Context: an optimization exercise on an open-source flow, tuned for small area, a short achievable clock period and few clock cycles per item. The choices shown serve that exercise and are no tape-out recipe. Function was not checked in any run shown here: the RTL went through the layout flow alone.

===== design.v =====
module atang(
	input             clk,
	input             load,       
	input      [11:0] x,
	input      [11:0] y,
	output     [31:0] z,
	output            far2,       
	output            far1,       
	output            dec         
    );
	reg  [32:0] xr;              
	reg  [33:6] rh;
	wire [34:0] rr = {rh[33], rh, 6'd0};
	reg  [31:0] zr;
	reg  [31:1] t;               
	reg  [16:0] oh;              
	reg         dn;              
	wire d = rr[34];             
	wire dx = ~dn;
	wire [29:17] ohh = t[30:18] & ~t[29:17];
	wire [29:0] a = ({30{oh[0]}} & 30'h35214E63) |
	                ({30{oh[1]}} & 30'h1C128E80) |
	                ({30{oh[2]}} & 30'h0E400224) |
	                ({30{oh[3]}} & 30'h0727154C) |
	                ({30{oh[4]}} & 30'h03946F29) |
	                ({30{oh[5]}} & 30'h01CA5435) |
	                ({30{oh[6]}} & 30'h00E52D8D) |
	                ({30{oh[7]}} & 30'h007296C6) |
	                ({30{oh[8]}} & 30'h00394B63) |
	                ({30{oh[9]}} & 30'h001CA5B1) |
	                ({30{oh[10]}} & 30'h000E52D8) |
	                ({30{oh[11]}} & 30'h0007296C) |
	                ({30{oh[12]}} & 30'h000394B6) |
	                ({30{oh[13]}} & 30'h0001CA5B) |
	                ({30{oh[14]}} & 30'h0000E52D) |
	                ({30{oh[15]}} & 30'h00007296) |
	                ({30{oh[16]}} & 30'h0000394B) |
	                ({30{ohh[17]}} & 30'h00001CA5) |
	                ({30{ohh[18]}} & 30'h00000E52) |
	                ({30{ohh[19]}} & 30'h00000729) |
	                ({30{ohh[20]}} & 30'h00000394) |
	                ({30{ohh[21]}} & 30'h000001CA) |
	                ({30{ohh[22]}} & 30'h000000E5) |
	                ({30{ohh[23]}} & 30'h00000072) |
	                ({30{ohh[24]}} & 30'h00000039) |
	                ({30{ohh[25]}} & 30'h0000001C) |
	                ({30{ohh[26]}} & 30'h0000000E) |
	                ({30{ohh[27]}} & 30'h00000007) |
	                ({30{ohh[28]}} & 30'h00000003) |
	                ({30{ohh[29]}} & 30'h00000001);
	wire [32:0] xmask;
	assign xmask[0] = 1'b0;
	assign xmask[1] = t[1];
	assign xmask[2] = t[2];
	assign xmask[3] = t[3];
	assign xmask[4] = t[4];
	assign xmask[5] = t[5];
	assign xmask[6] = t[6];
	assign xmask[7] = t[7];
	assign xmask[8] = t[8];
	assign xmask[9] = t[9];
	assign xmask[10] = t[10];
	assign xmask[11] = t[11];
	assign xmask[12] = t[12];
	assign xmask[13] = t[13];
	assign xmask[14] = t[14];
	assign xmask[15] = t[15];
	assign xmask[16] = t[16];
	assign xmask[17] = t[17];
	assign xmask[18] = t[18];
	assign xmask[19] = t[19];
	assign xmask[20] = t[20];
	assign xmask[21] = t[21];
	assign xmask[22] = t[22];
	assign xmask[23] = t[23];
	assign xmask[24] = t[24];
	assign xmask[25] = t[25];
	assign xmask[26] = t[26];
	assign xmask[27] = t[27];
	assign xmask[28] = t[28];
	assign xmask[29] = t[29];
	assign xmask[30] = t[30];
	assign xmask[32:31] = 2'b11;
	wire [32:0] xm = xr & xmask;
	wire [32:0] ysh;
	assign ysh[0] = (oh[0] & rr[1]) | (oh[1] & rr[3]) | (oh[2] & rr[5]) | (oh[3] & rr[7]) | (oh[4] & rr[9]) | (oh[5] & rr[11]) | (oh[6] & rr[13]) | (oh[7] & rr[15]) | (oh[8] & rr[17]) | (oh[9] & rr[19]) | (oh[10] & rr[21]) | (oh[11] & rr[23]) | (oh[12] & rr[25]) | (oh[13] & rr[27]) | (oh[14] & rr[29]) | (oh[15] & rr[31]) | (oh[16] & rr[33]) | (rr[34] & ~t[17]);
	assign ysh[1] = (oh[0] & rr[2]) | (oh[1] & rr[4]) | (oh[2] & rr[6]) | (oh[3] & rr[8]) | (oh[4] & rr[10]) | (oh[5] & rr[12]) | (oh[6] & rr[14]) | (oh[7] & rr[16]) | (oh[8] & rr[18]) | (oh[9] & rr[20]) | (oh[10] & rr[22]) | (oh[11] & rr[24]) | (oh[12] & rr[26]) | (oh[13] & rr[28]) | (oh[14] & rr[30]) | (oh[15] & rr[32]) | (rr[34] & ~t[16]);
	assign ysh[2] = (oh[0] & rr[3]) | (oh[1] & rr[5]) | (oh[2] & rr[7]) | (oh[3] & rr[9]) | (oh[4] & rr[11]) | (oh[5] & rr[13]) | (oh[6] & rr[15]) | (oh[7] & rr[17]) | (oh[8] & rr[19]) | (oh[9] & rr[21]) | (oh[10] & rr[23]) | (oh[11] & rr[25]) | (oh[12] & rr[27]) | (oh[13] & rr[29]) | (oh[14] & rr[31]) | (oh[15] & rr[33]) | (rr[34] & ~t[16]);
	assign ysh[3] = (oh[0] & rr[4]) | (oh[1] & rr[6]) | (oh[2] & rr[8]) | (oh[3] & rr[10]) | (oh[4] & rr[12]) | (oh[5] & rr[14]) | (oh[6] & rr[16]) | (oh[7] & rr[18]) | (oh[8] & rr[20]) | (oh[9] & rr[22]) | (oh[10] & rr[24]) | (oh[11] & rr[26]) | (oh[12] & rr[28]) | (oh[13] & rr[30]) | (oh[14] & rr[32]) | (rr[34] & ~t[15]);
	assign ysh[4] = (oh[0] & rr[5]) | (oh[1] & rr[7]) | (oh[2] & rr[9]) | (oh[3] & rr[11]) | (oh[4] & rr[13]) | (oh[5] & rr[15]) | (oh[6] & rr[17]) | (oh[7] & rr[19]) | (oh[8] & rr[21]) | (oh[9] & rr[23]) | (oh[10] & rr[25]) | (oh[11] & rr[27]) | (oh[12] & rr[29]) | (oh[13] & rr[31]) | (oh[14] & rr[33]) | (rr[34] & ~t[15]);
	assign ysh[5] = (oh[0] & rr[6]) | (oh[1] & rr[8]) | (oh[2] & rr[10]) | (oh[3] & rr[12]) | (oh[4] & rr[14]) | (oh[5] & rr[16]) | (oh[6] & rr[18]) | (oh[7] & rr[20]) | (oh[8] & rr[22]) | (oh[9] & rr[24]) | (oh[10] & rr[26]) | (oh[11] & rr[28]) | (oh[12] & rr[30]) | (oh[13] & rr[32]) | (rr[34] & ~t[14]);
	assign ysh[6] = (oh[0] & rr[7]) | (oh[1] & rr[9]) | (oh[2] & rr[11]) | (oh[3] & rr[13]) | (oh[4] & rr[15]) | (oh[5] & rr[17]) | (oh[6] & rr[19]) | (oh[7] & rr[21]) | (oh[8] & rr[23]) | (oh[9] & rr[25]) | (oh[10] & rr[27]) | (oh[11] & rr[29]) | (oh[12] & rr[31]) | (oh[13] & rr[33]) | (rr[34] & ~t[14]);
	assign ysh[7] = (oh[0] & rr[8]) | (oh[1] & rr[10]) | (oh[2] & rr[12]) | (oh[3] & rr[14]) | (oh[4] & rr[16]) | (oh[5] & rr[18]) | (oh[6] & rr[20]) | (oh[7] & rr[22]) | (oh[8] & rr[24]) | (oh[9] & rr[26]) | (oh[10] & rr[28]) | (oh[11] & rr[30]) | (oh[12] & rr[32]) | (rr[34] & ~t[13]);
	assign ysh[8] = (oh[0] & rr[9]) | (oh[1] & rr[11]) | (oh[2] & rr[13]) | (oh[3] & rr[15]) | (oh[4] & rr[17]) | (oh[5] & rr[19]) | (oh[6] & rr[21]) | (oh[7] & rr[23]) | (oh[8] & rr[25]) | (oh[9] & rr[27]) | (oh[10] & rr[29]) | (oh[11] & rr[31]) | (oh[12] & rr[33]) | (rr[34] & ~t[13]);
	assign ysh[9] = (oh[0] & rr[10]) | (oh[1] & rr[12]) | (oh[2] & rr[14]) | (oh[3] & rr[16]) | (oh[4] & rr[18]) | (oh[5] & rr[20]) | (oh[6] & rr[22]) | (oh[7] & rr[24]) | (oh[8] & rr[26]) | (oh[9] & rr[28]) | (oh[10] & rr[30]) | (oh[11] & rr[32]) | (rr[34] & ~t[12]);
	assign ysh[10] = (oh[0] & rr[11]) | (oh[1] & rr[13]) | (oh[2] & rr[15]) | (oh[3] & rr[17]) | (oh[4] & rr[19]) | (oh[5] & rr[21]) | (oh[6] & rr[23]) | (oh[7] & rr[25]) | (oh[8] & rr[27]) | (oh[9] & rr[29]) | (oh[10] & rr[31]) | (oh[11] & rr[33]) | (rr[34] & ~t[12]);
	assign ysh[11] = (oh[0] & rr[12]) | (oh[1] & rr[14]) | (oh[2] & rr[16]) | (oh[3] & rr[18]) | (oh[4] & rr[20]) | (oh[5] & rr[22]) | (oh[6] & rr[24]) | (oh[7] & rr[26]) | (oh[8] & rr[28]) | (oh[9] & rr[30]) | (oh[10] & rr[32]) | (rr[34] & ~t[11]);
	assign ysh[12] = (oh[0] & rr[13]) | (oh[1] & rr[15]) | (oh[2] & rr[17]) | (oh[3] & rr[19]) | (oh[4] & rr[21]) | (oh[5] & rr[23]) | (oh[6] & rr[25]) | (oh[7] & rr[27]) | (oh[8] & rr[29]) | (oh[9] & rr[31]) | (oh[10] & rr[33]) | (rr[34] & ~t[11]);
	assign ysh[13] = (oh[0] & rr[14]) | (oh[1] & rr[16]) | (oh[2] & rr[18]) | (oh[3] & rr[20]) | (oh[4] & rr[22]) | (oh[5] & rr[24]) | (oh[6] & rr[26]) | (oh[7] & rr[28]) | (oh[8] & rr[30]) | (oh[9] & rr[32]) | (rr[34] & ~t[10]);
	assign ysh[14] = (oh[0] & rr[15]) | (oh[1] & rr[17]) | (oh[2] & rr[19]) | (oh[3] & rr[21]) | (oh[4] & rr[23]) | (oh[5] & rr[25]) | (oh[6] & rr[27]) | (oh[7] & rr[29]) | (oh[8] & rr[31]) | (oh[9] & rr[33]) | (rr[34] & ~t[10]);
	assign ysh[15] = (oh[0] & rr[16]) | (oh[1] & rr[18]) | (oh[2] & rr[20]) | (oh[3] & rr[22]) | (oh[4] & rr[24]) | (oh[5] & rr[26]) | (oh[6] & rr[28]) | (oh[7] & rr[30]) | (oh[8] & rr[32]) | (rr[34] & ~t[9]);
	assign ysh[16] = (oh[0] & rr[17]) | (oh[1] & rr[19]) | (oh[2] & rr[21]) | (oh[3] & rr[23]) | (oh[4] & rr[25]) | (oh[5] & rr[27]) | (oh[6] & rr[29]) | (oh[7] & rr[31]) | (oh[8] & rr[33]) | (rr[34] & ~t[9]);
	assign ysh[17] = (oh[0] & rr[18]) | (oh[1] & rr[20]) | (oh[2] & rr[22]) | (oh[3] & rr[24]) | (oh[4] & rr[26]) | (oh[5] & rr[28]) | (oh[6] & rr[30]) | (oh[7] & rr[32]) | (rr[34] & ~t[8]);
	assign ysh[18] = (oh[0] & rr[19]) | (oh[1] & rr[21]) | (oh[2] & rr[23]) | (oh[3] & rr[25]) | (oh[4] & rr[27]) | (oh[5] & rr[29]) | (oh[6] & rr[31]) | (oh[7] & rr[33]) | (rr[34] & ~t[8]);
	assign ysh[19] = (oh[0] & rr[20]) | (oh[1] & rr[22]) | (oh[2] & rr[24]) | (oh[3] & rr[26]) | (oh[4] & rr[28]) | (oh[5] & rr[30]) | (oh[6] & rr[32]) | (rr[34] & ~t[7]);
	assign ysh[20] = (oh[0] & rr[21]) | (oh[1] & rr[23]) | (oh[2] & rr[25]) | (oh[3] & rr[27]) | (oh[4] & rr[29]) | (oh[5] & rr[31]) | (oh[6] & rr[33]) | (rr[34] & ~t[7]);
	assign ysh[21] = (oh[0] & rr[22]) | (oh[1] & rr[24]) | (oh[2] & rr[26]) | (oh[3] & rr[28]) | (oh[4] & rr[30]) | (oh[5] & rr[32]) | (rr[34] & ~t[6]);
	assign ysh[22] = (oh[0] & rr[23]) | (oh[1] & rr[25]) | (oh[2] & rr[27]) | (oh[3] & rr[29]) | (oh[4] & rr[31]) | (oh[5] & rr[33]) | (rr[34] & ~t[6]);
	assign ysh[23] = (oh[0] & rr[24]) | (oh[1] & rr[26]) | (oh[2] & rr[28]) | (oh[3] & rr[30]) | (oh[4] & rr[32]) | (rr[34] & ~t[5]);
	assign ysh[24] = (oh[0] & rr[25]) | (oh[1] & rr[27]) | (oh[2] & rr[29]) | (oh[3] & rr[31]) | (oh[4] & rr[33]) | (rr[34] & ~t[5]);
	assign ysh[25] = (oh[0] & rr[26]) | (oh[1] & rr[28]) | (oh[2] & rr[30]) | (oh[3] & rr[32]) | (rr[34] & ~t[4]);
	assign ysh[26] = (oh[0] & rr[27]) | (oh[1] & rr[29]) | (oh[2] & rr[31]) | (oh[3] & rr[33]) | (rr[34] & ~t[4]);
	assign ysh[27] = (oh[0] & rr[28]) | (oh[1] & rr[30]) | (oh[2] & rr[32]) | (rr[34] & ~t[3]);
	assign ysh[28] = (oh[0] & rr[29]) | (oh[1] & rr[31]) | (oh[2] & rr[33]) | (rr[34] & ~t[3]);
	assign ysh[29] = (oh[0] & rr[30]) | (oh[1] & rr[32]) | (rr[34] & ~t[2]);
	assign ysh[30] = (oh[0] & rr[31]) | (oh[1] & rr[33]) | (rr[34] & ~t[2]);
	assign ysh[31] = (oh[0] & rr[32]) | (rr[34] & ~t[1]);
	assign ysh[32] = (oh[0] & rr[33]) | (rr[34] & ~t[1]);
	wire [34:6] rnext;
	wire [32:0] xnext;
	wire [31:0] znext;
	add29 radd(.a(rr[33:5]), .b({2'b00, xm[32:6]} ^ {29{~d}}), .ci(~d), .s(rnext));
	add33 xadd(.a(xr), .b(ysh ^ {33{dx}}), .ci(dx), .s(xnext));
	add32 zadd(.a(zr), .b({2'b00, a} ^ {32{dx}}), .ci(dx), .s(znext));
	wire [12:0] xy_sum, xy_dif;
	add13 sadd(.a({1'b0, x}), .b({1'b0, y}), .ci(1'b0), .s(xy_sum));
	add13 dadd(.a({1'b0, y}), .b(~{1'b0, x}), .ci(1'b1), .s(xy_dif));
	always @(posedge clk) begin
		t <= load ? 31'h7fffffff : {t[30:1], 1'b0};
		oh <= load ? 17'd1 : {oh[15:0], 1'b0};
		dn <= load ? ~xy_dif[12] : ~rnext[33];
		if (load) begin
			xr <= {1'b0, xy_sum, 19'b0};
			rh <= {{2{xy_dif[12]}}, xy_dif, 13'b0};
			zr <= 32'h5A000000;
		end else begin
			xr <= xnext;
			rh <= rnext[33:6];
			zr <= znext;
		end
	end
	wire [14:0] zl = zr[14:0] ^ {15{dn}};
	assign far2 = ~|a[29:14] & (zl >= {a[13:0], 1'b0});
	assign far1 = ~|a[29:15] & (zl >= a[14:0]);
	assign dec = dx;
	assign z = zr;
endmodule
module add29(input [28:0] a, input [28:0] b, input ci, output [28:0] s);
	wire [28:0] p0 = a ^ b;
	wire [28:0] g0 = a & b;
	wire gc0 = g0[0] | (p0[0] & ci);
	wire gn1 = g0[1] | (p0[1] & gc0);
	wire gn2 = g0[3] | (p0[3] & g0[2]);
	wire pn2 = p0[3] & p0[2];
	wire gn3 = g0[5] | (p0[5] & g0[4]);
	wire pn3 = p0[5] & p0[4];
	wire gn4 = g0[7] | (p0[7] & g0[6]);
	wire pn4 = p0[7] & p0[6];
	wire gn5 = g0[9] | (p0[9] & g0[8]);
	wire pn5 = p0[9] & p0[8];
	wire gn6 = g0[11] | (p0[11] & g0[10]);
	wire pn6 = p0[11] & p0[10];
	wire gn7 = g0[13] | (p0[13] & g0[12]);
	wire pn7 = p0[13] & p0[12];
	wire gn8 = g0[15] | (p0[15] & g0[14]);
	wire pn8 = p0[15] & p0[14];
	wire gn9 = g0[17] | (p0[17] & g0[16]);
	wire pn9 = p0[17] & p0[16];
	wire gn10 = g0[19] | (p0[19] & g0[18]);
	wire pn10 = p0[19] & p0[18];
	wire gn11 = g0[21] | (p0[21] & g0[20]);
	wire pn11 = p0[21] & p0[20];
	wire gn12 = g0[23] | (p0[23] & g0[22]);
	wire pn12 = p0[23] & p0[22];
	wire gn13 = g0[25] | (p0[25] & g0[24]);
	wire pn13 = p0[25] & p0[24];
	wire gn14 = g0[27] | (p0[27] & g0[26]);
	wire pn14 = p0[27] & p0[26];
	wire gn15 = g0[2] | (p0[2] & gn1);
	wire gn16 = gn2 | (pn2 & gn1);
	wire gn17 = g0[6] | (p0[6] & gn3);
	wire pn17 = p0[6] & pn3;
	wire gn18 = gn4 | (pn4 & gn3);
	wire pn18 = pn4 & pn3;
	wire gn19 = g0[10] | (p0[10] & gn5);
	wire pn19 = p0[10] & pn5;
	wire gn20 = gn6 | (pn6 & gn5);
	wire pn20 = pn6 & pn5;
	wire gn21 = g0[14] | (p0[14] & gn7);
	wire pn21 = p0[14] & pn7;
	wire gn22 = gn8 | (pn8 & gn7);
	wire pn22 = pn8 & pn7;
	wire gn23 = g0[18] | (p0[18] & gn9);
	wire pn23 = p0[18] & pn9;
	wire gn24 = gn10 | (pn10 & gn9);
	wire pn24 = pn10 & pn9;
	wire gn25 = g0[22] | (p0[22] & gn11);
	wire pn25 = p0[22] & pn11;
	wire gn26 = gn12 | (pn12 & gn11);
	wire pn26 = pn12 & pn11;
	wire gn27 = g0[26] | (p0[26] & gn13);
	wire pn27 = p0[26] & pn13;
	wire gn28 = gn14 | (pn14 & gn13);
	wire pn28 = pn14 & pn13;
	wire gn29 = g0[4] | (p0[4] & gn16);
	wire gn30 = gn3 | (pn3 & gn16);
	wire gn31 = gn17 | (pn17 & gn16);
	wire gn32 = gn18 | (pn18 & gn16);
	wire gn33 = g0[12] | (p0[12] & gn20);
	wire pn33 = p0[12] & pn20;
	wire gn34 = gn7 | (pn7 & gn20);
	wire pn34 = pn7 & pn20;
	wire gn35 = gn21 | (pn21 & gn20);
	wire pn35 = pn21 & pn20;
	wire gn36 = gn22 | (pn22 & gn20);
	wire pn36 = pn22 & pn20;
	wire gn37 = g0[20] | (p0[20] & gn24);
	wire pn37 = p0[20] & pn24;
	wire gn38 = gn11 | (pn11 & gn24);
	wire pn38 = pn11 & pn24;
	wire gn39 = gn25 | (pn25 & gn24);
	wire pn39 = pn25 & pn24;
	wire gn40 = gn26 | (pn26 & gn24);
	wire pn40 = pn26 & pn24;
	wire gn41 = g0[28] | (p0[28] & gn28);
	wire pn41 = p0[28] & pn28;
	wire gn42 = g0[8] | (p0[8] & gn32);
	wire gn43 = gn5 | (pn5 & gn32);
	wire gn44 = gn19 | (pn19 & gn32);
	wire gn45 = gn20 | (pn20 & gn32);
	wire gn46 = gn33 | (pn33 & gn32);
	wire gn47 = gn34 | (pn34 & gn32);
	wire gn48 = gn35 | (pn35 & gn32);
	wire gn49 = gn36 | (pn36 & gn32);
	wire gn50 = g0[24] | (p0[24] & gn40);
	wire pn50 = p0[24] & pn40;
	wire gn51 = gn13 | (pn13 & gn40);
	wire pn51 = pn13 & pn40;
	wire gn52 = gn27 | (pn27 & gn40);
	wire pn52 = pn27 & pn40;
	wire gn53 = gn28 | (pn28 & gn40);
	wire pn53 = pn28 & pn40;
	wire gn54 = gn41 | (pn41 & gn40);
	wire pn54 = pn41 & pn40;
	wire gn55 = g0[16] | (p0[16] & gn49);
	wire gn56 = gn9 | (pn9 & gn49);
	wire gn57 = gn23 | (pn23 & gn49);
	wire gn58 = gn24 | (pn24 & gn49);
	wire gn59 = gn37 | (pn37 & gn49);
	wire gn60 = gn38 | (pn38 & gn49);
	wire gn61 = gn39 | (pn39 & gn49);
	wire gn62 = gn40 | (pn40 & gn49);
	wire gn63 = gn50 | (pn50 & gn49);
	wire gn64 = gn51 | (pn51 & gn49);
	wire gn65 = gn52 | (pn52 & gn49);
	wire gn66 = gn53 | (pn53 & gn49);
	wire gn67 = gn54 | (pn54 & gn49);
	wire [28:0] c;
	assign c[0] = ci;
	assign c[1] = gc0;
	assign c[2] = gn1;
	assign c[3] = gn15;
	assign c[4] = gn16;
	assign c[5] = gn29;
	assign c[6] = gn30;
	assign c[7] = gn31;
	assign c[8] = gn32;
	assign c[9] = gn42;
	assign c[10] = gn43;
	assign c[11] = gn44;
	assign c[12] = gn45;
	assign c[13] = gn46;
	assign c[14] = gn47;
	assign c[15] = gn48;
	assign c[16] = gn49;
	assign c[17] = gn55;
	assign c[18] = gn56;
	assign c[19] = gn57;
	assign c[20] = gn58;
	assign c[21] = gn59;
	assign c[22] = gn60;
	assign c[23] = gn61;
	assign c[24] = gn62;
	assign c[25] = gn63;
	assign c[26] = gn64;
	assign c[27] = gn65;
	assign c[28] = gn66;
	assign s = p0 ^ c;
endmodule
module add33(input [32:0] a, input [32:0] b, input ci, output [32:0] s);
	wire [32:0] p0 = a ^ b;
	wire [32:0] g0 = a & b;
	wire gc0 = g0[0] | (p0[0] & ci);
	wire gn1 = g0[1] | (p0[1] & gc0);
	wire gn2 = g0[3] | (p0[3] & g0[2]);
	wire pn2 = p0[3] & p0[2];
	wire gn3 = g0[5] | (p0[5] & g0[4]);
	wire pn3 = p0[5] & p0[4];
	wire gn4 = g0[7] | (p0[7] & g0[6]);
	wire pn4 = p0[7] & p0[6];
	wire gn5 = g0[9] | (p0[9] & g0[8]);
	wire pn5 = p0[9] & p0[8];
	wire gn6 = g0[11] | (p0[11] & g0[10]);
	wire pn6 = p0[11] & p0[10];
	wire gn7 = g0[13] | (p0[13] & g0[12]);
	wire pn7 = p0[13] & p0[12];
	wire gn8 = g0[15] | (p0[15] & g0[14]);
	wire pn8 = p0[15] & p0[14];
	wire gn9 = g0[17] | (p0[17] & g0[16]);
	wire pn9 = p0[17] & p0[16];
	wire gn10 = g0[19] | (p0[19] & g0[18]);
	wire pn10 = p0[19] & p0[18];
	wire gn11 = g0[21] | (p0[21] & g0[20]);
	wire pn11 = p0[21] & p0[20];
	wire gn12 = g0[23] | (p0[23] & g0[22]);
	wire pn12 = p0[23] & p0[22];
	wire gn13 = g0[25] | (p0[25] & g0[24]);
	wire pn13 = p0[25] & p0[24];
	wire gn14 = g0[27] | (p0[27] & g0[26]);
	wire pn14 = p0[27] & p0[26];
	wire gn15 = g0[29] | (p0[29] & g0[28]);
	wire pn15 = p0[29] & p0[28];
	wire gn16 = g0[31] | (p0[31] & g0[30]);
	wire pn16 = p0[31] & p0[30];
	wire gn17 = g0[2] | (p0[2] & gn1);
	wire gn18 = gn2 | (pn2 & gn1);
	wire gn19 = g0[6] | (p0[6] & gn3);
	wire pn19 = p0[6] & pn3;
	wire gn20 = gn4 | (pn4 & gn3);
	wire pn20 = pn4 & pn3;
	wire gn21 = g0[10] | (p0[10] & gn5);
	wire pn21 = p0[10] & pn5;
	wire gn22 = gn6 | (pn6 & gn5);
	wire pn22 = pn6 & pn5;
	wire gn23 = g0[14] | (p0[14] & gn7);
	wire pn23 = p0[14] & pn7;
	wire gn24 = gn8 | (pn8 & gn7);
	wire pn24 = pn8 & pn7;
	wire gn25 = g0[18] | (p0[18] & gn9);
	wire pn25 = p0[18] & pn9;
	wire gn26 = gn10 | (pn10 & gn9);
	wire pn26 = pn10 & pn9;
	wire gn27 = g0[22] | (p0[22] & gn11);
	wire pn27 = p0[22] & pn11;
	wire gn28 = gn12 | (pn12 & gn11);
	wire pn28 = pn12 & pn11;
	wire gn29 = g0[26] | (p0[26] & gn13);
	wire pn29 = p0[26] & pn13;
	wire gn30 = gn14 | (pn14 & gn13);
	wire pn30 = pn14 & pn13;
	wire gn31 = g0[30] | (p0[30] & gn15);
	wire pn31 = p0[30] & pn15;
	wire gn32 = gn16 | (pn16 & gn15);
	wire pn32 = pn16 & pn15;
	wire gn33 = g0[4] | (p0[4] & gn18);
	wire gn34 = gn3 | (pn3 & gn18);
	wire gn35 = gn19 | (pn19 & gn18);
	wire gn36 = gn20 | (pn20 & gn18);
	wire gn37 = g0[12] | (p0[12] & gn22);
	wire pn37 = p0[12] & pn22;
	wire gn38 = gn7 | (pn7 & gn22);
	wire pn38 = pn7 & pn22;
	wire gn39 = gn23 | (pn23 & gn22);
	wire pn39 = pn23 & pn22;
	wire gn40 = gn24 | (pn24 & gn22);
	wire pn40 = pn24 & pn22;
	wire gn41 = g0[20] | (p0[20] & gn26);
	wire pn41 = p0[20] & pn26;
	wire gn42 = gn11 | (pn11 & gn26);
	wire pn42 = pn11 & pn26;
	wire gn43 = gn27 | (pn27 & gn26);
	wire pn43 = pn27 & pn26;
	wire gn44 = gn28 | (pn28 & gn26);
	wire pn44 = pn28 & pn26;
	wire gn45 = g0[28] | (p0[28] & gn30);
	wire pn45 = p0[28] & pn30;
	wire gn46 = gn15 | (pn15 & gn30);
	wire pn46 = pn15 & pn30;
	wire gn47 = gn31 | (pn31 & gn30);
	wire pn47 = pn31 & pn30;
	wire gn48 = gn32 | (pn32 & gn30);
	wire pn48 = pn32 & pn30;
	wire gn49 = g0[8] | (p0[8] & gn36);
	wire gn50 = gn5 | (pn5 & gn36);
	wire gn51 = gn21 | (pn21 & gn36);
	wire gn52 = gn22 | (pn22 & gn36);
	wire gn53 = gn37 | (pn37 & gn36);
	wire gn54 = gn38 | (pn38 & gn36);
	wire gn55 = gn39 | (pn39 & gn36);
	wire gn56 = gn40 | (pn40 & gn36);
	wire gn57 = g0[24] | (p0[24] & gn44);
	wire pn57 = p0[24] & pn44;
	wire gn58 = gn13 | (pn13 & gn44);
	wire pn58 = pn13 & pn44;
	wire gn59 = gn29 | (pn29 & gn44);
	wire pn59 = pn29 & pn44;
	wire gn60 = gn30 | (pn30 & gn44);
	wire pn60 = pn30 & pn44;
	wire gn61 = gn45 | (pn45 & gn44);
	wire pn61 = pn45 & pn44;
	wire gn62 = gn46 | (pn46 & gn44);
	wire pn62 = pn46 & pn44;
	wire gn63 = gn47 | (pn47 & gn44);
	wire pn63 = pn47 & pn44;
	wire gn64 = gn48 | (pn48 & gn44);
	wire pn64 = pn48 & pn44;
	wire gn65 = g0[16] | (p0[16] & gn56);
	wire gn66 = gn9 | (pn9 & gn56);
	wire gn67 = gn25 | (pn25 & gn56);
	wire gn68 = gn26 | (pn26 & gn56);
	wire gn69 = gn41 | (pn41 & gn56);
	wire gn70 = gn42 | (pn42 & gn56);
	wire gn71 = gn43 | (pn43 & gn56);
	wire gn72 = gn44 | (pn44 & gn56);
	wire gn73 = gn57 | (pn57 & gn56);
	wire gn74 = gn58 | (pn58 & gn56);
	wire gn75 = gn59 | (pn59 & gn56);
	wire gn76 = gn60 | (pn60 & gn56);
	wire gn77 = gn61 | (pn61 & gn56);
	wire gn78 = gn62 | (pn62 & gn56);
	wire gn79 = gn63 | (pn63 & gn56);
	wire gn80 = gn64 | (pn64 & gn56);
	wire gn81 = g0[32] | (p0[32] & gn80);
	wire [32:0] c;
	assign c[0] = ci;
	assign c[1] = gc0;
	assign c[2] = gn1;
	assign c[3] = gn17;
	assign c[4] = gn18;
	assign c[5] = gn33;
	assign c[6] = gn34;
	assign c[7] = gn35;
	assign c[8] = gn36;
	assign c[9] = gn49;
	assign c[10] = gn50;
	assign c[11] = gn51;
	assign c[12] = gn52;
	assign c[13] = gn53;
	assign c[14] = gn54;
	assign c[15] = gn55;
	assign c[16] = gn56;
	assign c[17] = gn65;
	assign c[18] = gn66;
	assign c[19] = gn67;
	assign c[20] = gn68;
	assign c[21] = gn69;
	assign c[22] = gn70;
	assign c[23] = gn71;
	assign c[24] = gn72;
	assign c[25] = gn73;
	assign c[26] = gn74;
	assign c[27] = gn75;
	assign c[28] = gn76;
	assign c[29] = gn77;
	assign c[30] = gn78;
	assign c[31] = gn79;
	assign c[32] = gn80;
	assign s = p0 ^ c;
endmodule
module add32(input [31:0] a, input [31:0] b, input ci, output [31:0] s);
	wire [31:0] p0 = a ^ b;
	wire [31:0] g0 = a & b;
	wire gc0 = g0[0] | (p0[0] & ci);
	wire gn1 = g0[1] | (p0[1] & gc0);
	wire gn2 = g0[3] | (p0[3] & g0[2]);
	wire pn2 = p0[3] & p0[2];
	wire gn3 = g0[5] | (p0[5] & g0[4]);
	wire pn3 = p0[5] & p0[4];
	wire gn4 = g0[7] | (p0[7] & g0[6]);
	wire pn4 = p0[7] & p0[6];
	wire gn5 = g0[9] | (p0[9] & g0[8]);
	wire pn5 = p0[9] & p0[8];
	wire gn6 = g0[11] | (p0[11] & g0[10]);
	wire pn6 = p0[11] & p0[10];
	wire gn7 = g0[13] | (p0[13] & g0[12]);
	wire pn7 = p0[13] & p0[12];
	wire gn8 = g0[15] | (p0[15] & g0[14]);
	wire pn8 = p0[15] & p0[14];
	wire gn9 = g0[17] | (p0[17] & g0[16]);
	wire pn9 = p0[17] & p0[16];
	wire gn10 = g0[19] | (p0[19] & g0[18]);
	wire pn10 = p0[19] & p0[18];
	wire gn11 = g0[21] | (p0[21] & g0[20]);
	wire pn11 = p0[21] & p0[20];
	wire gn12 = g0[23] | (p0[23] & g0[22]);
	wire pn12 = p0[23] & p0[22];
	wire gn13 = g0[25] | (p0[25] & g0[24]);
	wire pn13 = p0[25] & p0[24];
	wire gn14 = g0[27] | (p0[27] & g0[26]);
	wire pn14 = p0[27] & p0[26];
	wire gn15 = g0[29] | (p0[29] & g0[28]);
	wire pn15 = p0[29] & p0[28];
	wire gn16 = g0[31] | (p0[31] & g0[30]);
	wire pn16 = p0[31] & p0[30];
	wire gn17 = g0[2] | (p0[2] & gn1);
	wire gn18 = gn2 | (pn2 & gn1);
	wire gn19 = g0[6] | (p0[6] & gn3);
	wire pn19 = p0[6] & pn3;
	wire gn20 = gn4 | (pn4 & gn3);
	wire pn20 = pn4 & pn3;
	wire gn21 = g0[10] | (p0[10] & gn5);
	wire pn21 = p0[10] & pn5;
	wire gn22 = gn6 | (pn6 & gn5);
	wire pn22 = pn6 & pn5;
	wire gn23 = g0[14] | (p0[14] & gn7);
	wire pn23 = p0[14] & pn7;
	wire gn24 = gn8 | (pn8 & gn7);
	wire pn24 = pn8 & pn7;
	wire gn25 = g0[18] | (p0[18] & gn9);
	wire pn25 = p0[18] & pn9;
	wire gn26 = gn10 | (pn10 & gn9);
	wire pn26 = pn10 & pn9;
	wire gn27 = g0[22] | (p0[22] & gn11);
	wire pn27 = p0[22] & pn11;
	wire gn28 = gn12 | (pn12 & gn11);
	wire pn28 = pn12 & pn11;
	wire gn29 = g0[26] | (p0[26] & gn13);
	wire pn29 = p0[26] & pn13;
	wire gn30 = gn14 | (pn14 & gn13);
	wire pn30 = pn14 & pn13;
	wire gn31 = g0[30] | (p0[30] & gn15);
	wire pn31 = p0[30] & pn15;
	wire gn32 = gn16 | (pn16 & gn15);
	wire pn32 = pn16 & pn15;
	wire gn33 = g0[4] | (p0[4] & gn18);
	wire gn34 = gn3 | (pn3 & gn18);
	wire gn35 = gn19 | (pn19 & gn18);
	wire gn36 = gn20 | (pn20 & gn18);
	wire gn37 = g0[12] | (p0[12] & gn22);
	wire pn37 = p0[12] & pn22;
	wire gn38 = gn7 | (pn7 & gn22);
	wire pn38 = pn7 & pn22;
	wire gn39 = gn23 | (pn23 & gn22);
	wire pn39 = pn23 & pn22;
	wire gn40 = gn24 | (pn24 & gn22);
	wire pn40 = pn24 & pn22;
	wire gn41 = g0[20] | (p0[20] & gn26);
	wire pn41 = p0[20] & pn26;
	wire gn42 = gn11 | (pn11 & gn26);
	wire pn42 = pn11 & pn26;
	wire gn43 = gn27 | (pn27 & gn26);
	wire pn43 = pn27 & pn26;
	wire gn44 = gn28 | (pn28 & gn26);
	wire pn44 = pn28 & pn26;
	wire gn45 = g0[28] | (p0[28] & gn30);
	wire pn45 = p0[28] & pn30;
	wire gn46 = gn15 | (pn15 & gn30);
	wire pn46 = pn15 & pn30;
	wire gn47 = gn31 | (pn31 & gn30);
	wire pn47 = pn31 & pn30;
	wire gn48 = gn32 | (pn32 & gn30);
	wire pn48 = pn32 & pn30;
	wire gn49 = g0[8] | (p0[8] & gn36);
	wire gn50 = gn5 | (pn5 & gn36);
	wire gn51 = gn21 | (pn21 & gn36);
	wire gn52 = gn22 | (pn22 & gn36);
	wire gn53 = gn37 | (pn37 & gn36);
	wire gn54 = gn38 | (pn38 & gn36);
	wire gn55 = gn39 | (pn39 & gn36);
	wire gn56 = gn40 | (pn40 & gn36);
	wire gn57 = g0[24] | (p0[24] & gn44);
	wire pn57 = p0[24] & pn44;
	wire gn58 = gn13 | (pn13 & gn44);
	wire pn58 = pn13 & pn44;
	wire gn59 = gn29 | (pn29 & gn44);
	wire pn59 = pn29 & pn44;
	wire gn60 = gn30 | (pn30 & gn44);
	wire pn60 = pn30 & pn44;
	wire gn61 = gn45 | (pn45 & gn44);
	wire pn61 = pn45 & pn44;
	wire gn62 = gn46 | (pn46 & gn44);
	wire pn62 = pn46 & pn44;
	wire gn63 = gn47 | (pn47 & gn44);
	wire pn63 = pn47 & pn44;
	wire gn64 = gn48 | (pn48 & gn44);
	wire pn64 = pn48 & pn44;
	wire gn65 = g0[16] | (p0[16] & gn56);
	wire gn66 = gn9 | (pn9 & gn56);
	wire gn67 = gn25 | (pn25 & gn56);
	wire gn68 = gn26 | (pn26 & gn56);
	wire gn69 = gn41 | (pn41 & gn56);
	wire gn70 = gn42 | (pn42 & gn56);
	wire gn71 = gn43 | (pn43 & gn56);
	wire gn72 = gn44 | (pn44 & gn56);
	wire gn73 = gn57 | (pn57 & gn56);
	wire gn74 = gn58 | (pn58 & gn56);
	wire gn75 = gn59 | (pn59 & gn56);
	wire gn76 = gn60 | (pn60 & gn56);
	wire gn77 = gn61 | (pn61 & gn56);
	wire gn78 = gn62 | (pn62 & gn56);
	wire gn79 = gn63 | (pn63 & gn56);
	wire gn80 = gn64 | (pn64 & gn56);
	wire [31:0] c;
	assign c[0] = ci;
	assign c[1] = gc0;
	assign c[2] = gn1;
	assign c[3] = gn17;
	assign c[4] = gn18;
	assign c[5] = gn33;
	assign c[6] = gn34;
	assign c[7] = gn35;
	assign c[8] = gn36;
	assign c[9] = gn49;
	assign c[10] = gn50;
	assign c[11] = gn51;
	assign c[12] = gn52;
	assign c[13] = gn53;
	assign c[14] = gn54;
	assign c[15] = gn55;
	assign c[16] = gn56;
	assign c[17] = gn65;
	assign c[18] = gn66;
	assign c[19] = gn67;
	assign c[20] = gn68;
	assign c[21] = gn69;
	assign c[22] = gn70;
	assign c[23] = gn71;
	assign c[24] = gn72;
	assign c[25] = gn73;
	assign c[26] = gn74;
	assign c[27] = gn75;
	assign c[28] = gn76;
	assign c[29] = gn77;
	assign c[30] = gn78;
	assign c[31] = gn79;
	assign s = p0 ^ c;
endmodule
module add13(input [12:0] a, input [12:0] b, input ci, output [12:0] s);
	wire [12:0] p0 = a ^ b;
	wire [12:0] g0 = a & b;
	wire gc0 = g0[0] | (p0[0] & ci);
	wire gn1 = g0[1] | (p0[1] & gc0);
	wire gn2 = g0[3] | (p0[3] & g0[2]);
	wire pn2 = p0[3] & p0[2];
	wire gn3 = g0[5] | (p0[5] & g0[4]);
	wire pn3 = p0[5] & p0[4];
	wire gn4 = g0[7] | (p0[7] & g0[6]);
	wire pn4 = p0[7] & p0[6];
	wire gn5 = g0[9] | (p0[9] & g0[8]);
	wire pn5 = p0[9] & p0[8];
	wire gn6 = g0[11] | (p0[11] & g0[10]);
	wire pn6 = p0[11] & p0[10];
	wire gn7 = g0[2] | (p0[2] & gn1);
	wire gn8 = gn2 | (pn2 & gn1);
	wire gn9 = g0[6] | (p0[6] & gn3);
	wire pn9 = p0[6] & pn3;
	wire gn10 = gn4 | (pn4 & gn3);
	wire pn10 = pn4 & pn3;
	wire gn11 = g0[10] | (p0[10] & gn5);
	wire pn11 = p0[10] & pn5;
	wire gn12 = gn6 | (pn6 & gn5);
	wire pn12 = pn6 & pn5;
	wire gn13 = g0[4] | (p0[4] & gn8);
	wire gn14 = gn3 | (pn3 & gn8);
	wire gn15 = gn9 | (pn9 & gn8);
	wire gn16 = gn10 | (pn10 & gn8);
	wire gn17 = g0[12] | (p0[12] & gn12);
	wire pn17 = p0[12] & pn12;
	wire gn18 = g0[8] | (p0[8] & gn16);
	wire gn19 = gn5 | (pn5 & gn16);
	wire gn20 = gn11 | (pn11 & gn16);
	wire gn21 = gn12 | (pn12 & gn16);
	wire gn22 = gn17 | (pn17 & gn16);
	wire [12:0] c;
	assign c[0] = ci;
	assign c[1] = gc0;
	assign c[2] = gn1;
	assign c[3] = gn7;
	assign c[4] = gn8;
	assign c[5] = gn13;
	assign c[6] = gn14;
	assign c[7] = gn15;
	assign c[8] = gn16;
	assign c[9] = gn18;
	assign c[10] = gn19;
	assign c[11] = gn20;
	assign c[12] = gn21;
	assign s = p0 ^ c;
endmodule
module conv_dec_ascii(
	input  [16:0] d_in,
	output [20:0] digits     
    );
	wire [6:0] i = d_in[16:10];
	wire [9:0] f = d_in[9:0];
	wire [13:0] m1 = {1'b0, f, 3'b0} + {3'b0, f, 1'b0};
	wire [13:0] m2 = {1'b0, m1[9:0], 3'b0} + {3'b0, m1[9:0], 1'b0};
	wire [13:0] m3 = {1'b0, m2[9:0], 3'b0} + {3'b0, m2[9:0], 1'b0};
	wire [3:0] qh = m1[13:10];
	wire [3:0] qt = m2[13:10];
	wire [3:0] qo = m3[13:10];
	wire [3:0] it = (i >= 7'd120) ? 4'd12 : (i >= 7'd110) ? 4'd11 : (i >= 7'd100) ? 4'd10 :
	                (i >= 7'd90) ? 4'd9 : (i >= 7'd80) ? 4'd8 : (i >= 7'd70) ? 4'd7 :
	                (i >= 7'd60) ? 4'd6 : (i >= 7'd50) ? 4'd5 : (i >= 7'd40) ? 4'd4 :
	                (i >= 7'd30) ? 4'd3 : (i >= 7'd20) ? 4'd2 : (i >= 7'd10) ? 4'd1 : 4'd0;
	wire [6:0] io = i - {it, 3'b0} - {2'b0, it, 1'b0};
	wire       ih = it[3] & (it[2] | it[1]);
	wire [8:0] ti = {ih, ih ? it - 4'd10 : it, io[3:0]};
	assign digits = {ti, qh, qt, qo};
endmodule
module CRC(
	input  [20:0] digits,    
	output [7:0]  crc
    );
	function [7:0] crc8;
		input [47:0] m;
		integer k;
		reg [7:0] c;
		reg fb;
		begin
			c = 8'h80;
			for (k = 47; k >= 0; k = k - 1) begin
				fb = c[7] ^ m[k];
				c = {c[6:0], 1'b0} ^ (fb ? 8'h31 : 8'h00);
			end
			crc8 = c;
		end
	endfunction
	wire [47:0] text = {7'b0011000, digits[20], 4'h3, digits[19:16], 4'h3, digits[15:12],
	                    4'h3, digits[11:8], 4'h3, digits[7:4], 4'h3, digits[3:0]};
	assign crc = crc8(text);
endmodule
module angle_frame(
	input clk,
	input rst,
	input start,
	input [11:0] x,
	input [11:0] y,
	output [55:0] frame,
	output frame_valid
    );
	reg        busy;
	reg        valid;
	reg  [20:0] dig;
	reg  [7:0]  crc_hi;          
	wire [31:0] z;
	wire [20:0] dig_next;
	wire [7:0]  crc_hi_next, crc_lo, crc_0;
	wire        far2, far1, dec;
	atang Arctg_alg(.clk(clk), .load(start), .x(x), .y(y), .z(z),
	                .far2(far2), .far1(far1), .dec(dec));
	conv_dec_ascii Conversie(.d_in(z[31:15]), .digits(dig_next));
	CRC crc_a(.digits({dig_next[20:4], 4'd0}), .crc(crc_hi_next));
	CRC crc_b(.digits({17'd0, dig[3:0]}), .crc(crc_lo));
	CRC crc_c(.digits(21'd0), .crc(crc_0));
	reg        pend;
	reg        dprev;
	wire       late = pend & (dec ^ dprev);
	wire       live = busy & ~late;
	always @(posedge clk) begin
		dig <= dig_next;
		crc_hi <= crc_hi_next;
		dprev <= dec;
		if (rst) begin
			busy  <= 1'b0;
			valid <= 1'b0;
			pend  <= 1'b0;
		end else begin
			busy  <= start | (live & ~far2);
			valid <= live & far2;
			pend  <= live & ~far2 & far1;
		end
	end
	assign frame = {7'b0011000, dig[20], 4'h3, dig[19:16], 4'h3, dig[15:12],
	                4'h3, dig[11:8], 4'h3, dig[7:4], 4'h3, dig[3:0],
	                crc_hi ^ crc_lo ^ crc_0};
	assign frame_valid = valid | late;
endmodule

===== flow/run.sh =====
#!/bin/bash
# Layout flow: the standard synthesis, then the combinational logic
# (everything but the flip-flops, which keep their names and cells) is
# re-mapped by ABC with an area-recovering script; then the standard
# layout from the netlist, with sky130_fd_sc_hd__buf_2 port buffers.
# Every tool's output goes to a log file in this folder.
set -euo pipefail
bash standard.sh synth > flow_synth.log 2>&1
R=orfs/results/sky130hd/angle_frame/base
cp $R/1_2_yosys.v $R/1_2_yosys_standard.v
LIB=$FLOW_HOME/platforms/sky130hd/lib/sky130_fd_sc_hd__tt_025C_1v80.lib
sed -e "s#@IN@#$R/1_2_yosys_standard.v#" -e "s#@OUT@#$R/1_2_yosys.v#" \
    -e "s#@LIB@#$LIB#g" -e "s#@ABC@#flow/resynth.abc#" flow/resynth.ys > resynth.ys
yosys -l yosys_resynth.log -q resynth.ys > /dev/null 2>&1
bash standard.sh BUFFER_PORTS_ARGS="-buffer_cell sky130_fd_sc_hd__buf_2" finish > flow_finish.log 2>&1

===== flow/resynth.abc =====
strash
dch
map -B 0.3
topo
stime -c
upsize -c
dnsize -c

===== flow/resynth.ys =====
read_liberty -overwrite -ignore_miss_func @LIB@
read_verilog -overwrite @IN@
hierarchy -top angle_frame
setattr -mod -set keep_hierarchy 1 sky130_fd_sc_hd__df*
flatten
opt_clean
abc -script @ABC@ -liberty @LIB@ -dont_use sky130_fd_sc_hd__lpflow_bleeder_1 -dont_use sky130_fd_sc_hd__lpflow_clkbufkapwr_1 -dont_use sky130_fd_sc_hd__lpflow_clkbufkapwr_16 -dont_use sky130_fd_sc_hd__lpflow_clkbufkapwr_2 -dont_use sky130_fd_sc_hd__lpflow_clkbufkapwr_4 -dont_use sky130_fd_sc_hd__lpflow_clkbufkapwr_8 -dont_use sky130_fd_sc_hd__lpflow_clkinvkapwr_1 -dont_use sky130_fd_sc_hd__lpflow_clkinvkapwr_16 -dont_use sky130_fd_sc_hd__lpflow_clkinvkapwr_2 -dont_use sky130_fd_sc_hd__lpflow_clkinvkapwr_4 -dont_use sky130_fd_sc_hd__lpflow_clkinvkapwr_8 -dont_use sky130_fd_sc_hd__lpflow_decapkapwr_12 -dont_use sky130_fd_sc_hd__lpflow_decapkapwr_3 -dont_use sky130_fd_sc_hd__lpflow_decapkapwr_4 -dont_use sky130_fd_sc_hd__lpflow_decapkapwr_6 -dont_use sky130_fd_sc_hd__lpflow_decapkapwr_8 -dont_use sky130_fd_sc_hd__lpflow_inputiso0n_1 -dont_use sky130_fd_sc_hd__lpflow_inputiso0p_1 -dont_use sky130_fd_sc_hd__lpflow_inputiso1n_1 -dont_use sky130_fd_sc_hd__lpflow_inputiso1p_1 -dont_use sky130_fd_sc_hd__lpflow_inputisolatch_1 -dont_use sky130_fd_sc_hd__lpflow_isobufsrc_1 -dont_use sky130_fd_sc_hd__lpflow_isobufsrc_16 -dont_use sky130_fd_sc_hd__lpflow_isobufsrc_2 -dont_use sky130_fd_sc_hd__lpflow_isobufsrc_4 -dont_use sky130_fd_sc_hd__lpflow_isobufsrc_8 -dont_use sky130_fd_sc_hd__lpflow_isobufsrckapwr_16 -dont_use sky130_fd_sc_hd__lpflow_lsbuf_lh_hl_isowell_tap_1 -dont_use sky130_fd_sc_hd__lpflow_lsbuf_lh_hl_isowell_tap_2 -dont_use sky130_fd_sc_hd__lpflow_lsbuf_lh_hl_isowell_tap_4 -dont_use sky130_fd_sc_hd__lpflow_lsbuf_lh_isowell_4 -dont_use sky130_fd_sc_hd__lpflow_lsbuf_lh_isowell_tap_1 -dont_use sky130_fd_sc_hd__lpflow_lsbuf_lh_isowell_tap_2 -dont_use sky130_fd_sc_hd__lpflow_lsbuf_lh_isowell_tap_4 -dont_use sky130_fd_sc_hd__probe_p_8 -dont_use sky130_fd_sc_hd__probec_p_8 
opt_clean -purge
hilomap -singleton -hicell sky130_fd_sc_hd__conb_1 HI -locell sky130_fd_sc_hd__conb_1 LO
setundef -zero
splitnets
opt_clean -purge
stat -liberty @LIB@
delete =sky130_fd_sc_hd__*
write_verilog -noattr -noexpr -nohex -nodec @OUT@

===== standard.sh =====
#!/bin/bash
# synth_recipe.tcl (not shown) runs the flow's synth.tcl, then flattens the netlist and writes it again
# the make line also repeats each setting of config.mk as NAME=value (left out here)
make -C /OpenROAD-flow-scripts/flow DESIGN_CONFIG=/design/flow/config.mk WORK_HOME=/design/flow/orfs CLKGATE_MAP_FILE= SYNTH_SCRIPT=/design/flow/synth_recipe.tcl "${@:-finish}"

===== config.mk =====
export PLATFORM = sky130hd
export DESIGN_NAME = angle_frame
export DESIGN_NICKNAME = angle_frame
export VERILOG_FILES = /design/flow/design.v
export SDC_FILE = /design/flow/constraint.sdc
export NUM_CORES = 8
export LEC_CHECK = 0
export CAP_MARGIN = 20
export CORE_MARGIN = 2
export CORE_UTILIZATION = 30
export CTS_BUF_LIST = sky130_fd_sc_hd__clkbuf_16
export CTS_CLUSTER_DIAMETER = 80
export CTS_CLUSTER_SIZE = 24
export SETUP_SLACK_MARGIN = 4.6
export SLEW_MARGIN = 20
export SYNTH_MEMORY_MAX_BITS = 65536

===== constraint.sdc =====
create_clock -name core_clock -period 8.0 [get_ports {clk}]
set_input_delay 1.6000 -clock core_clock [delete_from_list [all_inputs] [get_ports {clk}]]
set_output_delay 1.6000 -clock core_clock [all_outputs]
set_load 0.01 [all_outputs]

==> results of run 1 <==
## layout by cell type (no fill, tap or decap), drive strengths merged, types with 27 or more instances in the layout
cell type  count
conb          27
nor2         319
nor3          28
xnor2         46
inv           67
xor2         113
buf           89
o22ai         68
clkinv       270
nand4         83
dfxtp        173
nand2        590
a22oi         30
nand3        210
a21oi        135
o21ai        135
## registers in the layout (all words and copies together) (netlist names)
signal	flops
Arctg_alg.rh	28
valid	1
Arctg_alg.zr	32
pend	1
crc_hi	8
Arctg_alg.oh	16
Arctg_alg.dn	1
Arctg_alg.xr	33
Arctg_alg.t	30
dig	21
busy	1
dprev	1
## worst reg2reg max path, cell delays in order, from the launching register on
cell	delay, ns
dfxtp_2	0.46
inv_4	0.26
nor2_1	0.08
nor4_2	0.40
nand3_1	0.14
nand2_1	0.11
nand2_1	0.08
or2_2	0.27
nand2_1	0.16
nand4_1	0.15
nor2_2	0.19
nand2_1	0.12
nand4_1	0.14
nand4_1	0.14
nand2_1	0.11
a21oi_1	0.06
o21ai_0	0.12
o21ai_0	0.10
## metrics by stage
stage	cells	hold WS, ns
detailed placement	3185	0.4286
finish	3248	0.4407
CTS	3223	0.4394
global route	3248	0.4753
global placement	3185	0.4234
floorplan	2453	0.4107
## worst paths after layout
path                                      start               end  slack (ns)  cells past startpoint
worst max-delay path                       y[1]      Arctg_alg.dn        4.69                     21
worst min-delay path             Arctg_alg.t[2]    Arctg_alg.t[3]        0.44                      2
worst max register to register  Arctg_alg.oh[8]  Arctg_alg.xr[27]        4.79                     17
worst min register to register   Arctg_alg.t[2]    Arctg_alg.t[3]        0.44                      2
## layer usage
layer  GRT usage [%]  vias up
li1                -     8506
met1           24.55     7377
met2           29.01      672
met3           4.373      178
met4           6.976        0
met5               0        -
## final cells by class
| class | instances | share of cell area [%] |
|---|---|---|
| Multi-Input combinational cell | 1946 | 60.80 |
| Inverter | 333 | 7.864 |
| Timing Repair inverter | 1 | 0.06303 |
| Clock buffer | 18 | 2.521 |
| Tap cell | 672 | 4.706 |
| Timing Repair Buffer | 91 | 3.571 |
| Sequential cell | 173 | 19.71 |
| Clock inverter | 14 | 0.7633 |
## repair_timing
action                                  CTS  global route
pin swaps                                 3            26
gates cloned                              1             2
setup buffers                             5            23
endpoints found under the setup margin   56            49
resized for setup                        22            93
==> results.py, run 1 <==
metrics = {
    "clock_network": {
        "path_clk_slew_ns": 0.07,
        "ctsHoldBuffers": 0,
        "cts_root_buffer": "clkbuf_16",
        "htree_levels": 4,
        "cts_tree": "done",
        "clock_path_buffers": 2,
        "numCtsBuffers": 17,
        "cts_sinks": 173,
        "clock_latency_ns": 0.47,
    },
    "routing": {
        "wirelength_mm": 49.60,
        "dr.pass1.iters": 8,
        "viasPerCell": 5.152,
        "drt-met1-wl_mm": 22.47,
        "met3_wirelength_mm": 4.081,
        "routed-wl-met2_mm": 21.27,
        "drc_errors": 0,
        "routed.top_layer": "met4",
        "final_antenna_net_count": 0,
        "wl_per_cell_um": 15.27,
        "dr_total_vias": 16730,
        "dr.first_iter.drc_count": 1642,
    },
    "setup_path": {
        "worstPathMaxFanout": 3,
        "max_stage_delay_ns": 0.23,
        "crit_slowest_cell": "a21oi_2",
        "crit_type": "in2reg",
        "critPathArrivalTime_ns": 3.63,
        "path_delay_family": "compound AO/OA/AOI/OAI gates",
        "worst_setup_path_end_kind": "flip-flop",
        "crit_path_start_kind": "input pin",
        "cp_cell_sequence": "buf_8 -> inv_4 -> nand2_2 -> a21oi_2 -> nand2_1 -> nand2_1 -> nor2_2 -> a21oi_2 -> a21oi_2 -> nand2_1 -> o21ai_2 -> o21ai_2 -> o21ai_2 -> nand2_1 -> o21ai_2 -> o21ai_2 -> nor2_2 -> nand2_2 -> o211ai_1 -> a21oi_2 -> a31oi_1",
        "crit_top_cell": "o21ai_2",
        "required_ns": 8.32,
        "path_buf_inv": 2,
    },
    "timing": {
        "fmax_mhz": 301.8,
        "skew_ns": 0.01454,
        "hold_viol": 0,
        "timing.final.ws_setup_ns": 4.687,
        "period_needed_ns": 3.313,
        "grt_setup_unrepaired": "true",
        "fin_crit_sh_pct": 41.41,
        "slew_headroom_pct": 42.05,
        "setup_viol_count_final": 0,
        "tns_ns": 0,
        "report.final.slew_viol_count": 0,
        "tightest_slew_ns": 0.8693,
    },
    "global_route": {
        "overflow": 0,
        "antenna_found_initial": 0,
        "grt_max_degree": 105,
        "grt_pass1_vias": 15510,
        "grt_usage_pct": 18.50,
        "grt_pass1_wl_mm": 80.12,
    },
    "place": {
        "portBuffers": 56,
        "dpl_cell_area_um2": 16680,
        "place_congestion": 0.9565,
        "place_ws_ns": 4.028,
        "dp_hpwl_mm": 35.81,
    },
    "floorplanning": {
        "die_w_um": 230.4,
        "start_util_pct": 30.52,
        "die_area_um2": 53070,
        "rows": 82,
        "design.core.area_um2": 50380,
        "die_h_um": 230.4,
        "io_pins": 84,
    },
    "layout": {
        "diodes": 0,
        "final_util_pct": 35.47,
        "multi_input_area_um2": 10860,
        "area_growth_pct": 16.21,
        "register_area_um2": 3522,
        "final_cell_area_um2": 17870,
        "fillers": 5446,
        "fin_nets": 2590,
        "layout-drive-gt1-share_pct": 16.85,
    },
    "synthesis": {
        "synth_area_per_cell_um2": 6.332,
        "syn_area_um2": 15370,
        "synthCells": 2428,
        "yosys_warnings": 3,
    },
    "run": {
        "cap_violations": 0,
    },
    "status": {
        "outcome": "no timing/DRC/antenna violations",
    },
    "min_path": {
        "hold_class": "reg2reg",
    },
}
==> run 2: changes to the inputs <==
==> flow/resynth.abc (replaced) <==
strash
dch
map -B 0.5
topo
stime -c
upsize -c
dnsize -c
==> run 2 against run 1 <==
- global-route usage down 0.066 points
- sequential share of layout area up 0.40 points
- core utilization down 0.55 points
- via count down 1.2%
- maximum frequency down 2.4%
- first-iteration DRC count down 15%
- highest routed layer unchanged
- critical endpoint is now frame_valid
- non-clock buffer count down 8
- wire length down 3.0%
- register-to-register slack about the same
==> results.py, run 2 <==
metrics = {
    "status": {
        "outcome": "no timing/DRC/antenna violations",
    },
    "place": {
        "portBuffers": 56,
        "place_ws_ns": 3.674,
        "place_congestion": 0.9417,
        "dp_hpwl_mm": 35.34,
        "dpl_cell_area_um2": 16440,
    },
    "floorplanning": {
        "io_pins": 84,
        "die_h_um": 228.6,
        "start_util_pct": 30.30,
        "die_area_um2": 52280,
        "design.core.area_um2": 49970,
        "rows": 82,
        "die_w_um": 228.6,
    },
    "clock_network": {
        "cts_root_buffer": "clkbuf_16",
        "numCtsBuffers": 17,
        "cts_tree": "done",
        "path_clk_slew_ns": 0.08,
        "htree_levels": 4,
        "clock_latency_ns": 0.50,
        "clock_path_buffers": 2,
        "cts_sinks": 173,
    },
    "setup_path": {
        "crit_type": "reg2out",
        "cp_cell_sequence": "buf_16 -> inv_12 -> a21boi_0 -> o21ai_0 -> nand2_1 -> buf_2",
        "critPathArrivalTime_ns": 1.79,
        "crit_slowest_cell": "dfxtp_4",
        "crit_path_start_kind": "flip-flop",
        "path_buf_inv": 3,
        "path_delay_family": "buffers and inverters",
        "r2r-start": "Arctg_alg.rh[27]",
        "required_ns": 6.40,
        "cp-startpoint": "Arctg_alg.dn",
        "worstPathMaxFanout": 51,
        "max_stage_delay_ns": 0.38,
        "worst_setup_path_end_kind": "primary output",
    },
    "routing": {
        "final_antenna_net_count": 0,
        "dr_total_vias": 16530,
        "wirelength_mm": 48.12,
        "drc_errors": 0,
        "dr.pass1.iters": 6,
        "wl_per_cell_um": 14.52,
        "dr.first_iter.drc_count": 1394,
        "viasPerCell": 4.991,
    },
    "layout": {
        "fin_nets": 2655,
        "layout_commonest_cell": "nand2_1",
        "final_util_pct": 34.92,
        "largest_register_ffs": 33,
        "area_growth_pct": 15.25,
        "diodes": 0,
        "fillers": 5534,
        "layout-drive-gt1-share_pct": 15.60,
        "reg_top3": "Arctg_alg.xr: 33 flops, Arctg_alg.zr: 32 flops, Arctg_alg.t: 30 flops",
        "final_cell_area_um2": 17450,
        "regMostFlops": "Arctg_alg.xr",
        "final_cell_mix": "741 x nand2_1, 249 x nor2_1, 234 x clkinv_1, 205 x nand3_1, 148 x dfxtp_1",
    },
    "timing": {
        "tightest_slew_ns": 0.9594,
        "skew_ns": 0.02332,
        "setup_viol_count_final": 0,
        "period_needed_ns": 3.393,
        "timing.final.ws_setup_ns": 4.607,
        "tns_ns": 0,
        "grt_setup_unrepaired": "true",
        "hold_viol": 0,
        "fmax_mhz": 294.7,
        "fin_crit_sh_pct": 42.41,
        "report.final.slew_viol_count": 0,
        "slew_headroom_pct": 36.04,
    },
    "run": {
        "cap_violations": 0,
    },
    "synthesis": {
        "syn_area_um2": 15140,
        "synth_area_per_cell_um2": 6.051,
        "yosys_warnings": 3,
        "synthCells": 2502,
    },
    "global_route": {
        "grt_pass1_wl_mm": 78.34,
        "antenna_found_initial": 0,
        "grt_usage_pct": 18.43,
        "grt_pass1_vias": 15290,
        "grt_max_degree": 70,
        "overflow": 0,
    },
    "min_path": {
        "worstHoldStart": "Arctg_alg.t[2]",
        "hold_class": "reg2reg",
    },
}
## run 2: cell types whose count changed in the layout (fill, tap and decap cells not counted), sizes merged, moves of 7 or more
cell,previous run,this run
a21oi,135,127
a221oi,19,12
a22oi,30,6
buf,89,81
clkinv,270,239
inv,67,102
nand2,590,788
nand3,210,227
nand3b,14,7
nand4,83,75
nor2,319,284
o21ai,135,128
o22ai,68,42
## run 2: worst paths after layout
check                     end  cells after the start  slack, ns
max               frame_valid                      6       4.61
max reg2reg  Arctg_alg.xr[30]                     19       4.80
min reg2reg    Arctg_alg.t[3]                      2       0.44
min            Arctg_alg.t[3]                      2       0.44
## run 2: cell type report
type / instances / area [um2] / area share [%]
sequential: 173 / 3510 / 20.11
tap: 672 / 840.8 / 4.819
clock buffer: 17 / 425.4 / 2.438
inverter: 332 / 1340 / 7.680
clock inverter: 15 / 111.4 / 0.6382
timing repair buffer: 83 / 586.8 / 3.363
multi-input combinational: 2021 / 10630 / 60.95
## run 2: metrics by stage
step / cells / hold slack (ns)
2_1_floorplan: 2527 / 0.4107
4_1_cts: 3298 / 0.4369
5_1_grt: 3313 / 0.4580
3_5_place_dp: 3263 / 0.4263
6_report: 3313 / 0.4404
3_3_place_gp: 3263 / 0.4197
## run 2: tightest hold or removal path, stage by stage, from the launching register on
cell and delay [ns]:
dfxtp_1 0.31, clkinv_1 0.05, nand2_1 0.04
## run 2: layer usage
metal / wire length [um] / vias to the layer above / global-route usage [%]
li1: - / 8492 / -
met1: 21620 / 7314 / 23.85
met2: 21060 / 586 / 29.52
met3: 3524 / 142 / 3.593
met4: 1914 / 0 / 8.517
met5: 0 / - / 0
## run 2: what timing repair did
action,4_1_cts,5_1_grt
buffers inserted,3,13
pin swaps,3,25
hold buffers,0,0
setup endpoints to repair,75,66
gates resized for setup,20,82
gates cloned,0,2

==> port drivers added, routing unchanged <==
How much do the figures lean on ideal ports? The routed layouts below were timed once more, with nothing changed but the port constraints.
Step 1 sets driving cells, clkbuf_16 on the clock port and buf_2 on the other inputs (assumed; they add their load-dependent delay and slew).
Step 2 moves the port delays by t, midway between the first and last clock arrival at a register: inputs arrive t later, outputs are due t later. That takes back most of the time a late clock gives input paths.
a / b / c = no drivers / after step 1 / after step 2; a / b = the first two.
run | t, ns | slack for setup (ns) | worst data-port slew with drivers (ns) | pins driven straight from the clock port
run 1 | 0.517 | 4.687 / 4.704 / 4.187 | 0.05 | 1
run 2 | 0.546 | 4.607 / 4.549 / 4.126 | 0.05 | 1
After both steps setup and hold are still met in every run listed. The setup slack of run 1, which loses most, moves by +0.017 ns with the drivers and by -0.500 ns with both steps.
